What follows belongs to an exercise in optimizing a design on an open flow for small area; a production flow would make more cautious choices. At most, simulation tests tie the RTL to the original design; equivalence was not proved. Power and IR drop assume default switching activity.

==> run P: inputs <==
==> flow/design.v (excerpt) <==
module arbiter256 (
	input enable,
	input [255:0] req,
	output [255:0] grant,
	output reg [7:0] select,
	output reg valid,
	input clock,
	input reset
);
reg [255:1] q;
reg ev_n_q;
wire [255:1] d_q;
wire [7:0] d_sel;
wire d_evn;
wire sc1;
wire sc2;
wire sc3;
wire sc4;
wire sc5;
wire sc6;
wire sc7;
wire sc8;
wire sc9;
wire sc10;
wire sc11;
wire sc12;
wire sc13;
wire sc14;
wire sc15;
wire sc16;
wire sc17;
wire sc18;
wire sc19;
wire sc20;
wire sc21;
wire sc22;
wire sc23;
wire sc24;
wire sc25;
wire sc26;
wire sc27;
wire sc28;
wire sc29;
wire sc30;
wire sc31;
wire sc32;
wire sc33;
wire sc34;
wire sc35;
wire sc36;
wire sc37;
wire sc38;
wire sc39;
wire sc40;
wire sc41;
wire sc42;
wire sc43;
wire sc44;
wire sc45;
wire sc46;
wire sc47;
wire sc48;
wire sc49;
wire sc50;
wire sc51;
wire sc52;
wire sc53;
wire sc54;
wire sc55;
wire sc56;
wire sc57;
wire sc58;
wire sc59;
wire sc60;
wire sc61;
wire sc62;
wire sc63;
wire sc64;
wire sc65;
wire sc66;
wire sc67;
wire sc68;
wire sc69;
wire sc70;
wire sc71;
wire sc72;
wire sc73;
wire sc74;
wire sc75;
wire sc76;
wire sc77;
wire sc78;
wire sc79;
wire sc80;
wire sc81;
wire sc82;
wire sc83;
wire sc84;
wire sc85;
wire sc86;
wire sc87;
wire sc88;
wire sc89;
wire sc90;
wire sc91;
wire sc92;
wire sc93;
wire sc94;
wire sc95;
wire sc96;
wire sc97;
wire sc98;
wire sc99;
wire sc100;
wire sc101;
wire sc102;
wire sc103;
wire sc104;
wire sc105;
wire sc106;
wire sc107;
wire sc108;
wire sc109;
wire sc110;
wire sc111;
wire sc112;
wire sc113;
wire sc114;
wire sc115;
wire sc116;
wire sc117;
wire sc118;
wire sc119;
wire sc120;
wire sc121;
wire sc122;
wire sc123;
wire sc124;
wire sc125;
wire sc126;
wire sc127;
wire tp255;
wire vc255;
wire tp254;
wire vc254;
wire tp253;
wire vc253;
wire tp252;
wire vc252;
wire tp251;
wire vc251;
wire tp250;
wire vc250;
wire tp249;
wire vc249;
wire tp248;
wire vc248;
wire tp247;
wire vc247;
wire tp246;
wire vc246;
wire tp245;
wire vc245;
wire tp244;
wire vc244;
wire tp243;
wire vc243;
wire tp242;
wire vc242;
wire tp241;
wire vc241;
wire tp240;
  ...
export LEC_CHECK = 0
export CAP_MARGIN = 20
export CORE_MARGIN = 2
export CORE_UTILIZATION = 40
export GPL_TIMING_DRIVEN = 0
export SETUP_SLACK_MARGIN = 0.08
export SLEW_MARGIN = 20
export SYNTH_HIERARCHICAL = 1
create_clock -name core_clock -period 3.5 [get_ports {clock}]
standard.sh (not shown) runs the stock make flow with config.mk's settings and CLKGATE_MAP_FILE= SYNTH_SCRIPT=/design/flow/synth_recipe.tcl, a recipe that flattens the netlist after the stock synthesis.
==> flow/flow/run.sh <==
#!/bin/bash
# The standard layout (standard.sh), with these changes:
#  - after synthesis, every combinational cell is sized down to the
#    smallest cell of its function (flow/downsize.tcl); timing repair
#    sizes up again where needed;
#  - the port buffers are the smallest buffer cell;
#  - repair_design after placement does not use the largest buffers
#    (flow/resize_dont_use.tcl);
#  - clock tree synthesis options from flow/cts_args.txt.
cp standard.sh standard_sh.txt
export POST_SYNTH_TCL="$PWD/flow/downsize.tcl"
export PRE_RESIZE_TCL="$PWD/flow/resize_dont_use.tcl"
export BUFFER_PORTS_ARGS="-buffer_cell sky130_fd_sc_hd__buf_1"
if [[ -f flow/cts_args.txt ]]; then
  export CTS_ARGS="$(cat flow/cts_args.txt)"
fi
bash standard.sh > standard.log 2>&1
Other scripts of this flow, unchanged in this note and not shown: flow/flow/cts_args.txt, flow/flow/downsize.tcl, flow/flow/resize_dont_use.tcl
==> inputs of run E, as changes to run P <==
CORE_UTILIZATION = 60   (was 40)
PLACE_DENSITY = 0.8   (was default)
SETUP_SLACK_MARGIN = 0.05   (was 0.08)
==> flow_summary.html <==
<table>
<tr><th>Metric</th><th>Value</th></tr>
<tr><th colspan="2">Pwr</th></tr>
<tr><td>Group drawing the most power</td><td>combinational logic</td></tr>
<tr><th colspan="2">Layout</th></tr>
<tr><td>Fraction of area in multi-input gates</td><td>41.58%</td></tr>
<tr><td>Count of plain and timing-repair buffers</td><td>566</td></tr>
<tr><th colspan="2">Drt</th></tr>
<tr><td>Met3 WL</td><td>4627 um</td></tr>
<tr><td>Total wire length after detailed routing</td><td>51820 um</td></tr>
<tr><th colspan="2">Min path</th></tr>
<tr><td>End point of the worst hold path</td><td>q[153]$_DFF_PP1_</td></tr>
<tr><th colspan="2">Run status</th></tr>
<tr><td>Outcome</td><td>no timing/DRC/antenna violations</td></tr>
<tr><th colspan="2">Setup path</th></tr>
<tr><td>End of the critical path</td><td>grant[63]</td></tr>
<tr><td>Most used cell, CP</td><td>sky130_fd_sc_hd__o22ai_2</td></tr>
<tr><th colspan="2">Global route</th></tr>
<tr><td>Initial antenna violation count</td><td>2</td></tr>
</table>
(the above is from run P)
==> flow_summary.html <==
<table>
<tr><th>Metric</th><th>Value</th></tr>
<tr><th colspan="2">Run status</th></tr>
<tr><td>Outcome</td><td>failed layout checks</td></tr>
<tr><td>Set of violated layout checks</td><td>negative setup slack</td></tr>
<tr><th colspan="2">Setup path</th></tr>
<tr><td>Crit-path leading delay family</td><td>simple AND/OR/NAND/NOR gates</td></tr>
<tr><td>Most used cell, CP</td><td>sky130_fd_sc_hd__nor2_1</td></tr>
<tr><td>RR Startpoint</td><td>q[228]$_DFF_PP1_</td></tr>
<tr><td>End of the critical path</td><td>grant[8]</td></tr>
<tr><th colspan="2">Pwr</th></tr>
<tr><td>Group drawing the most power</td><td>registers</td></tr>
<tr><th colspan="2">Layout</th></tr>
<tr><td>Fraction of area in multi-input gates</td><td>42.44%</td></tr>
<tr><td>Count of plain and timing-repair buffers</td><td>535</td></tr>
<tr><td>Commonest non-fill, non-tap cell in the layout</td><td>sky130_fd_sc_hd__buf_1</td></tr>
<tr><th colspan="2">Timing</th></tr>
<tr><td>Total of endpoints with negative setup slack in the final report</td><td>67</td></tr>
<tr><td>Setup ws final</td><td>-0.1025 ns</td></tr>
<tr><th colspan="2">Min path</th></tr>
<tr><td>End point of the worst hold path</td><td>q[202]$_DFF_PP1_</td></tr>
<tr><th colspan="2">Clock network</th></tr>
<tr><td>Clock buffer count from CTS</td><td>20</td></tr>
</table>
(the above is from run E)
No functional check of the RTL was part of any run of this note.

==> trial 47 <==
arbiter256, a different RTL version from the one above (not shown whole).
Settings: LEC_CHECK=0, CAP_MARGIN=20, CORE_MARGIN=2, CORE_UTILIZATION=40, GPL_TIMING_DRIVEN=1, SETUP_SLACK_MARGIN=0.05, SLEW_MARGIN=20, SYNTH_HIERARCHICAL=1; clock period 3.5 ns.
==> flow/flow/cts_args.txt <==
-sink_clustering_enable -repair_clock_nets -dont_use_dummy_load -buf_list {sky130_fd_sc_hd__clkbuf_8} -sink_clustering_size 16 -sink_clustering_max_diameter 80
==> flow/flow/downsize.tcl <==
# Size every combinational cell from synthesis down to the smallest cell of
# the same function; then give the cells that drive many pins a stronger
# drive (the platform keeps later resizing to the same footprint).
proc fn_variants {base} {
  set out {}
  foreach lc [get_lib_cells ${base}_*] {
    set name [get_property $lc name]
    if {![regexp "^${base}_(\[0-9\]+)\$" $name -> dr]} { continue }
    if {[get_property $lc dont_use]} { continue }
    lappend out [list $dr $name [get_property $lc area]]
  }
  return $out
}
set n 0
set m 0
foreach inst [get_cells *] {
  set cell [get_property $inst ref_name]
  if {![regexp {^(sky130_fd_sc_hd__([a-z0-9]+))_([0-9]+)$} $cell -> base fn drive]} { continue }
  if {[regexp {^(df|dl|sdf|edf|sedf|clk|buf|conb|tap|fill|decap|diode)} $fn]} { continue }
  set fanout 0
  foreach pin [get_pins -of_objects $inst -filter "direction == output"] {
    set net [get_nets -of_objects $pin]
    if {$net ne ""} {
      incr fanout [llength [get_pins -of_objects $net -filter "direction == input"]]
    }
  }
  set want 0
  if {$fanout >= 4} { set want 2 }
  set best $cell
  set best_area [get_property [get_lib_cells $cell] area]
  foreach v [fn_variants $base] {
    lassign $v dr name a
    if {$want > 0} {
      if {$dr == $want} { set best $name; set best_area 0 }
    } elseif {$a < $best_area - 1e-6} {
      set best $name; set best_area $a
    }
  }
  if {$best ne $cell} {
    replace_cell $inst $best
    if {$want > 0} { incr m } else { incr n }
  }
}
puts "downsize: sized $n cells down, $m high-fanout cells to drive 2"
==> flow/flow/resize_dont_use.tcl <==
# Keep repair_design to the smaller buffers when it buffers the reset net.
set_dont_use [get_lib_cells {sky130_fd_sc_hd__buf_8 sky130_fd_sc_hd__buf_12 sky130_fd_sc_hd__buf_16}]
Scripts as last shown in full above: flow/flow/run.sh
==> trial 13 (differences from trial 47) <==
Settings changed: CORE_UTILIZATION 40 to 60, PLACE_DENSITY set to 0.8.
==> run summary <==
Trial 13 completed with no timing, DRC or antenna violations. Trial 47 finished clean. In area after synthesis, trial 47 and trial 13 do not differ. In trial 47 the routed wire length is larger than in trial 13, by about 4.5%. Combinational power: trial 47 is larger than trial 13 (7.5%). Sequential share of layout area: trial 47 is lower than trial 13 (1.8 points). Of trial 13 and trial 47, trial 47 has the higher power (gap 3.9%, measured against trial 47). Between trial 13 and trial 47, the lower critical path depth is in trial 47 (gap 3).
==> figures <==
| metric | trial 47 | trial 13 |
|---|---|---|
| HPWL after detailed placement | 37.54 mm | 36.68 mm |
| Area taken by flip-flops and latches | 6799 µm² | 6798 µm² |
| Total placed instance area | 16,930 µm² | 16,720 µm² |
| Minimum clock period after layout | 3384 ps | 3416 ps |
| Max transition margin | 0.3250 | 0.4505 |
| Multi-input gate share of the layout cell area | 0.4177 | 0.4171 |
| Proportion of power drawn by combinational gates | 0.449 | 0.434 |
| Critical path origin | select[1] | q[71] |
| Result of the run | no timing/DRC/antenna violations | no timing/DRC/antenna violations |
| Number of buffers inserted during clock tree synthesis | 21 | 20 |
| Share of post-route cells with drive strength above 1 | 0.1884 | 0.1319 |
| Core Area | 35,400 µm² | 23,400 µm² |
| Count of cell instances traversed by the critical path | 7 | 10 |
| Crit-path slowest cell | sky130_fd_sc_hd__inv_2 | sky130_fd_sc_hd__dfrtp_1 |

==> delta <==
arbiter256 again, from the RTL that the note above started with.
export LEC_CHECK = 0
export CAP_MARGIN = 20
export CORE_MARGIN = 2
export CORE_UTILIZATION = 60
export GPL_TIMING_DRIVEN = 1
export PLACE_DENSITY = 0.8
export SETUP_SLACK_MARGIN = 0.05
export SLEW_MARGIN = 20
export SYNTH_HIERARCHICAL = 1
create_clock -name core_clock -period 3.5 [get_ports {clock}]
==> flow/flow/cts_args.txt <==
-sink_clustering_enable -repair_clock_nets -dont_use_dummy_load -buf_list {sky130_fd_sc_hd__clkbuf_4 sky130_fd_sc_hd__clkbuf_8} -sink_clustering_size 10 -sink_clustering_max_diameter 50
Scripts as last shown in full above: flow/flow/run.sh, flow/flow/downsize.tcl, flow/flow/resize_dont_use.tcl
==> nickel (differences from delta) <==
==> flow/flow/cts_args.txt (replaced) <==
-sink_clustering_enable -repair_clock_nets -dont_use_dummy_load -buf_list {sky130_fd_sc_hd__clkbuf_8} -sink_clustering_size 16 -sink_clustering_max_diameter 80
--- a/flow/config.mk
+++ b/flow/config.mk
@@ -7,9 +7,9 @@
 export LEC_CHECK = 0
 export CAP_MARGIN = 20
 export CORE_MARGIN = 2
-export CORE_UTILIZATION = 60
+export CORE_UTILIZATION = 75
 export GPL_TIMING_DRIVEN = 1
-export PLACE_DENSITY = 0.8
+export PLACE_DENSITY = 0.9
 export SETUP_SLACK_MARGIN = 0.05
 export SLEW_MARGIN = 20
 export SYNTH_HIERARCHICAL = 1
==> comparison table <==
metric                                             delta                  nickel
Die width                                         158 um                  142 um
Post-Syn Nets                                       2051                    2051
Run status              no timing/DRC/antenna violations  stopped before the end
Last stage reached                                     -           3_2_place_iop
Mean post-synth cell area                       7.98 um2                7.98 um2
Initial core utilization                           61.1%                   76.4%
Die span in y                                     158 um                  142 um
Netlist area before placement                 0.0143 mm2              0.0143 mm2
Placement Rows                                        56                      50
Post-Syn Instances                                  1792                    1792
Count of synthesis-stage warnings from yosys           7                       7

==> branch ember <==
arbiter256, a different RTL version from the one above (not shown whole).
export LEC_CHECK = 0
export CAP_MARGIN = 20
export CORE_MARGIN = 2
export CORE_UTILIZATION = 40
export GPL_TIMING_DRIVEN = 0
export SETUP_SLACK_MARGIN = 0.2
export SLEW_MARGIN = 20
export SYNTH_HIERARCHICAL = 1
create_clock -name core_clock -period 3.5 [get_ports {clock}]
==> flow/flow/cts_args.txt <==
-sink_clustering_enable -repair_clock_nets -dont_use_dummy_load -buf_list {sky130_fd_sc_hd__clkbuf_8} -sink_clustering_size 16 -sink_clustering_max_diameter 80
==> flow/flow/downsize.tcl <==
# Size every combinational cell from synthesis down to the smallest cell of
# the same function; then give the cells that drive many pins a stronger
# drive (the platform keeps later resizing to the same footprint).
proc fn_variants {base} {
  set out {}
  foreach lc [get_lib_cells ${base}_*] {
    set name [get_property $lc name]
    if {![regexp "^${base}_(\[0-9\]+)\$" $name -> dr]} { continue }
    if {[get_property $lc dont_use]} { continue }
    lappend out [list $dr $name [get_property $lc area]]
  }
  return $out
}
set n 0
set m 0
foreach inst [get_cells *] {
  set cell [get_property $inst ref_name]
  if {![regexp {^(sky130_fd_sc_hd__([a-z0-9]+))_([0-9]+)$} $cell -> base fn drive]} { continue }
  if {[regexp {^(df|dl|sdf|edf|sedf|clk|buf|conb|tap|fill|decap|diode)} $fn]} { continue }
  set fanout 0
  foreach pin [get_pins -of_objects $inst -filter "direction == output"] {
    set net [get_nets -of_objects $pin]
    if {$net ne ""} {
      incr fanout [llength [get_pins -of_objects $net -filter "direction == input"]]
    }
  }
  set want 0
  if {$fanout >= 8} { set want 2 }
  set best $cell
  set best_area [get_property [get_lib_cells $cell] area]
  foreach v [fn_variants $base] {
    lassign $v dr name a
    if {$want > 0} {
      if {$dr == $want} { set best $name; set best_area 0 }
    } elseif {$a < $best_area - 1e-6} {
      set best $name; set best_area $a
    }
  }
  if {$best ne $cell} {
    replace_cell $inst $best
    if {$want > 0} { incr m } else { incr n }
  }
}
puts "downsize: sized $n cells down, $m high-fanout cells to drive 2"
Scripts as last shown in full above: flow/flow/run.sh, flow/flow/resize_dont_use.tcl
==> branch xenon (differences from branch ember) <==
==> flow/flow/downsize.tcl (replaced) <==
# Size every combinational cell from synthesis down to the smallest cell of
# the same function (timing repair later sizes up where timing needs it).
set n 0
foreach inst [get_cells *] {
  set cell [get_property $inst ref_name]
  if {![regexp {^(sky130_fd_sc_hd__([a-z0-9]+))_([0-9]+)$} $cell -> base fn drive]} { continue }
  if {[regexp {^(df|dl|sdf|edf|sedf|clk|buf|conb|tap|fill|decap|diode)} $fn]} { continue }
  set best $cell
  set best_area [get_property [get_lib_cells $cell] area]
  foreach lc [get_lib_cells ${base}_*] {
    set name [get_property $lc name]
    if {![regexp "^${base}_\[0-9\]+\$" $name]} { continue }
    if {[get_property $lc dont_use]} { continue }
    set a [get_property $lc area]
    if {$a < $best_area - 1e-6} { set best $name; set best_area $a }
  }
  if {$best ne $cell} {
    replace_cell $inst $best
    incr n
  }
}
puts "downsize: replaced $n cells"
SETUP_SLACK_MARGIN = not set   (was 0.2)
==> run summary <==
- In branch ember the power is higher than in branch xenon, by 1.1%.
- In branch ember the hold slack is higher than in branch xenon, by 0.077 ns.
- Sequential cell count is the same in branch ember and branch xenon.
- In sequential power, branch xenon and branch ember hardly differ.
- Branch ember completed without violations. Branch xenon ran to the end with violations: setup timing.
- In branch ember the cell count is higher than in branch xenon, by about 1%.
- Between branch ember and branch xenon, the lower setup slack is in branch xenon (gap 0.19 ns).
- Between branch ember and branch xenon, the lower via count is in branch xenon (gap 1.2%, measured against branch xenon).
- Of branch ember and branch xenon, branch ember has the higher synthesized area (gap about 0.8%, measured against branch xenon).
- Against branch xenon, the count of clock-buffer cells in the layout of branch ember is lower by 1.

## separate check: timing with driven ports
No port has a modelled driver above. Below, the same layouts with a new extraction and two added sets of constraints. Step 1 assumes that a clkbuf_16 drives the clock port and a buf_2 every other input. Step 2 adds t to the input delays and takes it off the output delays; t is the mean of the earliest and latest rising clock arrival at the registers after step 1. Input paths then give back, and output paths get back, about the clock's delay inside the block. Three values: no drivers, after step 1, after step 2; two values: the first two.
run | t, ns | setup WS [ns] | worst data-port slew with drivers (ns)
run P | 0.587 | 0.138 / 0.088 / 0.436 | 0.09
run E | 0.580 | -0.103 / -0.150 / 0.342 | 0.11
trial 47 | 0.591 | 0.116 / 0.066 / 0.531 | 0.11
trial 13 | 0.589 | 0.084 / 0.037 / 0.558 | 0.12
delta | 0.567 | 0.154 / 0.109 / 0.514 | 0.11
branch ember | 0.592 | 0.174 / 0.122 / 0.653 | 0.10
branch xenon | 0.602 | -0.013 / -0.067 / 0.534 | 0.10
